From an optimization exercise on the open Yosys and OpenROAD flow, aimed at small area and a short achievable clock period; shortcuts taken in it are not production practice. Where RTL was checked, it was by simulation tests only, not by an equivalence proof against the original. Power and IR drop assume default switching activity.

== run 1 ==
## ALU_TOP
module ALU_TOP
#(parameter WIDTH = 16)
(
  input wire [WIDTH - 1 : 0]A, B,
  input wire [3 : 0]ALU_FUN,
  input wire CLK, RST,
  output wire [2*WIDTH - 1 : 0]Arith_OUT,
  output wire Carry_OUT,
  output wire Arith_Flag,
  output wire [WIDTH - 1 : 0]Logic_OUT,
  output wire Logic_Flag,
  output wire [1:0]CMP_OUT,
  output wire CMP_Flag,
  output wire [WIDTH - 1 : 0]SHIFT_OUT,
  output wire SHIFT_Flag
);
wire Arth_enable, Logic_enable, CMP_enable, shft_enable;
wire [16:0] diff;
Decoder_Unit decoder (
  .ALU_FUN(ALU_FUN[3:2]),
  .Arith_Enable(Arth_enable),
  .Logic_Enable(Logic_enable),
  .CMP_Enable(CMP_enable),
  .Shift_Enable(shft_enable)
  );
ARITHMETIC_UNIT arth_unit (
        .A(A),
        .B(B),
        .ALU_FUN(ALU_FUN[1:0]),
        .CLK(CLK),
        .RST(RST),
        .Arith_Enable(Arth_enable),
        .CMP_Enable(CMP_enable),
        .Diff(diff),
        .Arith_OUT(Arith_OUT),
        .Carry_OUT(Carry_OUT),
        .Arith_flag(Arith_Flag)
);
LOGIC_UNIT #(.WIDTH(WIDTH)) logic_unit (
  .A(A),
  .B(B),
  .ALU_FUN(ALU_FUN[1:0]),
  .CLK(CLK),
  .RST(RST),
  .Logic_Enable(Logic_enable),
  .Logic_OUT(Logic_OUT),
  .Logic_Flag(Logic_Flag)
);
CMP_UNIT cmp_unit(
  .Diff(diff),
  .ALU_FUN(ALU_FUN[1 : 0]),
  .CLK(CLK),
  .RST(RST),
  .CMP_Enable(CMP_enable),
  .CMP_OUT(CMP_OUT),
  .CMP_Flag(CMP_Flag)
);
SHIFT_UNIT #(.WIDTH(WIDTH)) shft_unit (
  .A(A),
  .B(B),
  .ALU_FUN(ALU_FUN[1:0]),
  .CLK(CLK),
  .RST(RST),
  .Shift_Enable(shft_enable),
  .SHIFT_OUT(SHIFT_OUT),
  .SHIFT_Flag(SHIFT_Flag)
);
endmodule
Settings: LEC_CHECK=0, ABC_AREA=1, CAP_MARGIN=20, CORE_MARGIN=2, CORE_UTILIZATION=40, SLEW_MARGIN=20; clock period 110.0 ns.
run.sh (not shown) runs the stock make flow with config.mk's settings and CLKGATE_MAP_FILE= SYNTH_SCRIPT=/design/flow/synth_recipe.tcl, a recipe that flattens the netlist after the stock synthesis.
What run 2 does differently from run 1 at the input level:
--- a/flow/design.v
+++ b/flow/design.v
@@ -586,22 +586,21 @@
 wire hz4 = sb ? ((&B[15:12]) & (|B[11:0])) : ~(|B[15:12]);
 wire hz3 = sb ? ((&B[15:13]) & (|B[12:0])) : ~(|B[15:13]);
 wire hz2 = sb ? ((&B[15:14]) & (|B[13:0])) : ~(|B[15:14]);
 wire hz1 = sb ? ((&B[15:15]) & (|B[14:0])) : ~(|B[15:15]);
 wire hz0 = 1'b1;
 wire [17:0] b3 = {{2{B[15]}}, B} + {B[15], B, 1'b0};    
-wire signed [15:0] bsg = B;
 wire [17:0] y3 = b3 ^ {18{~sb}};
-wire hz3_14 = sb ? (bsg >= -16'sd1) : (B <= 16'd1);
-wire hz3_12 = sb ? (bsg >= -16'sd5) : (B <= 16'd5);
-wire hz3_10 = sb ? (bsg >= -16'sd21) : (B <= 16'd21);
-wire hz3_8 = sb ? (bsg >= -16'sd85) : (B <= 16'd85);
-wire hz3_6 = sb ? (bsg >= -16'sd341) : (B <= 16'd341);
-wire hz3_4 = sb ? (bsg >= -16'sd1365) : (B <= 16'd1365);
-wire hz3_2 = sb ? (bsg >= -16'sd5461) : (B <= 16'd5461);
-wire hz3_0 = sb ? (bsg >= -16'sd21845) : (B <= 16'd21845);
+wire hz3_14 = sb ? ($signed(B) >= -16'sd1) : (B <= 16'd1);
+wire hz3_12 = sb ? ($signed(B) >= -16'sd5) : (B <= 16'd5);
+wire hz3_10 = sb ? ($signed(B) >= -16'sd21) : (B <= 16'd21);
+wire hz3_8 = sb ? ($signed(B) >= -16'sd85) : (B <= 16'd85);
+wire hz3_6 = sb ? ($signed(B) >= -16'sd341) : (B <= 16'd341);
+wire hz3_4 = sb ? ($signed(B) >= -16'sd1365) : (B <= 16'd1365);
+wire hz3_2 = sb ? ($signed(B) >= -16'sd5461) : (B <= 16'd5461);
+wire hz3_0 = sb ? ($signed(B) >= -16'sd21845) : (B <= 16'd21845);
 wire ra14_p0 = r16[15] ^ y[0];
 wire ra14_g0 = (r16[15] & y[0]) | (ra14_p0 & cin);
 wire ra14_s0 = ra14_p0 ^ cin;
 wire rb14_p0 = r16[14] ^ y[0];
 wire rb14_g0 = (r16[14] & y[0]) | (rb14_p0 & cin);
 wire rb14_p1 = r16[15] ^ y[1];
[summary]
The final layout from run 1, which completed every stage, passed the timing, design-rule and antenna checks at the end of the flow. In summary, run 2 completed successfully, with a layout that passed the timing, design-rule and antenna checks. Going from run 1 to run 2, the global-route usage was found to have gone down by 1.3 points. The higher clock group share of total power of run 1 and run 2 is in run 2. Against run 1, maximum frequency in run 2 came out better. Core utilization: run 1 vs run 2, no meaningful difference. Run 2 vs. run 1: worst endpoint required time grew by 0.07 ns, number of cells in the finished layout apart from fillers shrank by 16, multiplexer fraction of the synthesized cell area held steady, detailed-routing wirelength on met1 shrank by 2.9%, count of non-CTS inverters in the layout grew by 4. Run 2 vs run 1 — count of filler cells inserted in the layout climbed slightly. Sort run 1 and run 2 by total power desc -> top: run 1.
Only the layout flow was run in run 2; the RTL was not checked for function there.

[re-timing with driven ports]
Ports are ideal in the flow. The routed layouts listed here were re-timed in OpenROAD. Step 1 assumes that a clkbuf_16 drives the clock port and a buf_2 every other input. Step 2 also shifts input and output timing later by t, the mid clock arrival at the registers, as if the neighbouring blocks saw the same clock. Three values: ideal ports, drivers, drivers and shift; two values: the first two.
run	shift t [ns]	setup slack, ns	worst data-port slew with drivers (ns)
run 1	0.404	64.341 / 64.362 / 63.958	0.06
run 2	0.404	65.290 / 65.305 / 64.901	0.04
After both steps every run listed still meets setup and hold. For run 2, which loses most, drivers alone change the setup slack by +0.015 ns; drivers and shift together by -0.389 ns.
